What follows belongs to an exercise in optimizing a design on an open flow for small area; a production flow would make more cautious choices. The RTL was checked by simulation tests, not by an equivalence proof against the original design. The clock input has no modelled driver; a real chip could not lean on it and would need a root buffer or a full tree. No activity file was given, so power comes from the tool's default toggle rates.

Setup of the baseline:
## mult_top
module mult_top(
    input clk,
    input  [15:0] x,
    input  [15:0] y,
    output reg [31:0] p_out
    );
export LEC_CHECK = 0
export CAP_MARGIN = 0
export CELL_PAD_IN_SITES_DETAIL_PLACEMENT = 0
export CELL_PAD_IN_SITES_GLOBAL_PLACEMENT = 0
export CORE_MARGIN = 2
export CORE_UTILIZATION = 80
export GPL_TIMING_DRIVEN = 0
export PLACE_DENSITY = 0.85
export SLEW_MARGIN = 0
create_clock -name core_clock -period 10.0 [get_ports {clk}]
standard.sh (not shown) runs the stock make flow with config.mk's settings and CLKGATE_MAP_FILE= SYNTH_SCRIPT=/design/flow/synth_recipe.tcl, a recipe that flattens the netlist after the stock synthesis.
==> flow/flow/run.sh <==
#!/bin/bash
# Own area-oriented synthesis (flow/synth.tcl), then the standard layout
# with single-strength port buffers and a small clock tree. Full tool output
# goes to flow.log here; ORFS's per-step logs are under orfs/logs/.
# The adder module keeps the structure Yosys gives it (one mapping pass);
# the rounding and shifting module gets LUT mapping with don't-care
# resynthesis (mfs) before cell mapping; the rest a plain area script. 
# After CTS, flow/clock_tree.tcl replaces TritonCTS's two-level tree with
# four clkbuf_8 leaves driven from the clock port, one per register cluster.
set -euo pipefail
HERE=$(pwd)
export MY_ABC_SCRIPTS="MAGS:$HERE/flow/abc_area.script ROBA:$HERE/flow/abc_mfs.script SUMX:$HERE/flow/abc_keep.script mult_top:$HERE/flow/abc_keep.script"
export MY_CTS_N=4 MY_CTS_CELL=sky130_fd_sc_hd__clkbuf_8 MY_CTS_PORT=clk
export MY_CTS_SLACKCAP=1 MY_CTS_SLEW_LIMIT=0.115
bash standard.sh SYNTH_SCRIPT=$HERE/flow/synth.tcl \
  POST_CTS_TCL=$HERE/flow/clock_tree.tcl \
  "BUFFER_PORTS_ARGS=-buffer_cell sky130_fd_sc_hd__buf_1" \
  "CTS_ARGS=-sink_clustering_enable -repair_clock_nets -dont_use_dummy_load -root_buf sky130_fd_sc_hd__clkbuf_4 -buf_list sky130_fd_sc_hd__clkbuf_4" \
  finish > $HERE/flow.log 2>&1
Other scripts of this flow, unchanged in this note and not shown: flow/flow/abc_area.script, flow/flow/abc_keep.script, flow/flow/abc_mfs.script, flow/flow/clock_tree.tcl, flow/flow/synth.tcl
The baseline never completed, since it errored out during global placement (3_3_place_gp).
Changes in the candidate relative to the baseline:
# the baseline
export LEC_CHECK = 0
export CAP_MARGIN = 0
export CELL_PAD_IN_SITES_DETAIL_PLACEMENT = 0
export CELL_PAD_IN_SITES_GLOBAL_PLACEMENT = 0
export CORE_MARGIN = 2
export CORE_UTILIZATION = 80
export GPL_TIMING_DRIVEN = 0
export PLACE_DENSITY = 0.85
export SLEW_MARGIN = 0
create_clock -name core_clock -period 10.0 [get_ports {clk}]
# the candidate
export LEC_CHECK = 0
export CAP_MARGIN = 0
export CELL_PAD_IN_SITES_DETAIL_PLACEMENT = 0
export CELL_PAD_IN_SITES_GLOBAL_PLACEMENT = 0
export CORE_MARGIN = 2
export CORE_UTILIZATION = 70
export GPL_TIMING_DRIVEN = 0
export PLACE_DENSITY = 0.75
export SLEW_MARGIN = 0
create_clock -name core_clock -period 10.0 [get_ports {clk}]
Notes after the runs:
Die height for the candidate is higher than for the baseline.
Diff the baseline -> the candidate: sequential fraction of the synthesis area comparable, synthesized cell count comparable, synthesized area comparable, number of synthesized flops with an enable pin comparable.
Comparing the candidate against the baseline, there is no change at all in complex-gate fraction of the synthesized area.
The candidate vs. the baseline: number of standard-cell rows in the floorplan saw an increase; fraction of registers with async set or reset after synthesis flat; starting utilization of the core area fell 11 points.
The candidate completed every stage of the flow, and the final layout passed the timing, DRC and antenna checks.
In the candidate the design's own scripts or RTL, not TritonCTS, make the clock network.

========
mult_top, a different RTL version from the one above (not shown whole).
Size in the first run: about 800 cells after synthesis, roughly 65 flip-flops, ~65 I/O pins, about 4900 um^2 of cells after synthesis.
export LEC_CHECK = 0
export CAP_MARGIN = 0
export CELL_PAD_IN_SITES_DETAIL_PLACEMENT = 0
export CELL_PAD_IN_SITES_GLOBAL_PLACEMENT = 0
export CORE_MARGIN = 2
export CORE_UTILIZATION = 75
export GPL_TIMING_DRIVEN = 0
export PLACE_DENSITY = 0.8
export SLEW_MARGIN = 0
create_clock -name core_clock -period 10.0 [get_ports {clk}]
Scripts as last shown in full above: flow/flow/run.sh
Other scripts of this flow, unchanged in this note and not shown: flow/flow/abc_area.script, flow/flow/abc_keep.script, flow/flow/abc_mfs.script, flow/flow/clock_tree.tcl, flow/flow/synth.tcl
Rerun with:
- CORE_UTILIZATION: 75 -> 70
- PLACE_DENSITY: 0.8 -> 0.75
Effect:
- final cell count is higher by 2.1%
- total power decreases by 0.92%
- sequential cell count does not change
- routed wire length went down by 6.4%
- setup slack gets worse by 0.038 ns
- design area came out higher by 0.47%
- maximum frequency decreases by 0.44%
- utilization goes down by 5.6 points
- worst hold slack gets worse by 0.017 ns
- clock skew fell by 0.0055 ns
- combinational power is lower by about 2%
No run of this note takes its clock network from TritonCTS; it comes from the design's own scripts or RTL.

re-timing with driven ports:
How much do the figures lean on ideal ports? The routed layouts below were timed once more, with nothing changed but the port constraints.
Step 1 sets driving cells, clkbuf_16 on the clock port and buf_2 on the other inputs (assumed; they add their load-dependent delay and slew).
Step 2 moves the port delays by t, midway between the first and last clock arrival at a register: inputs arrive t later, outputs are due t later. That takes back most of the time a late clock gives input paths.
a / b / c = ideal ports / drivers / drivers and shift; a / b = the first two.
| run | shift t [ns] | setup WS [ns] | worst setup path at the end |
|---|---|---|---|
| the candidate | 0.224 | 2.199 / 2.199 / 2.199 | register to register |
| the first run of note 2 | 0.216 | 1.310 / 1.310 / 1.310 | register to register |
| the second run of note 2 | 0.223 | 1.272 / 1.272 / 1.272 | register to register |
After both steps setup and hold are still met in every run listed.
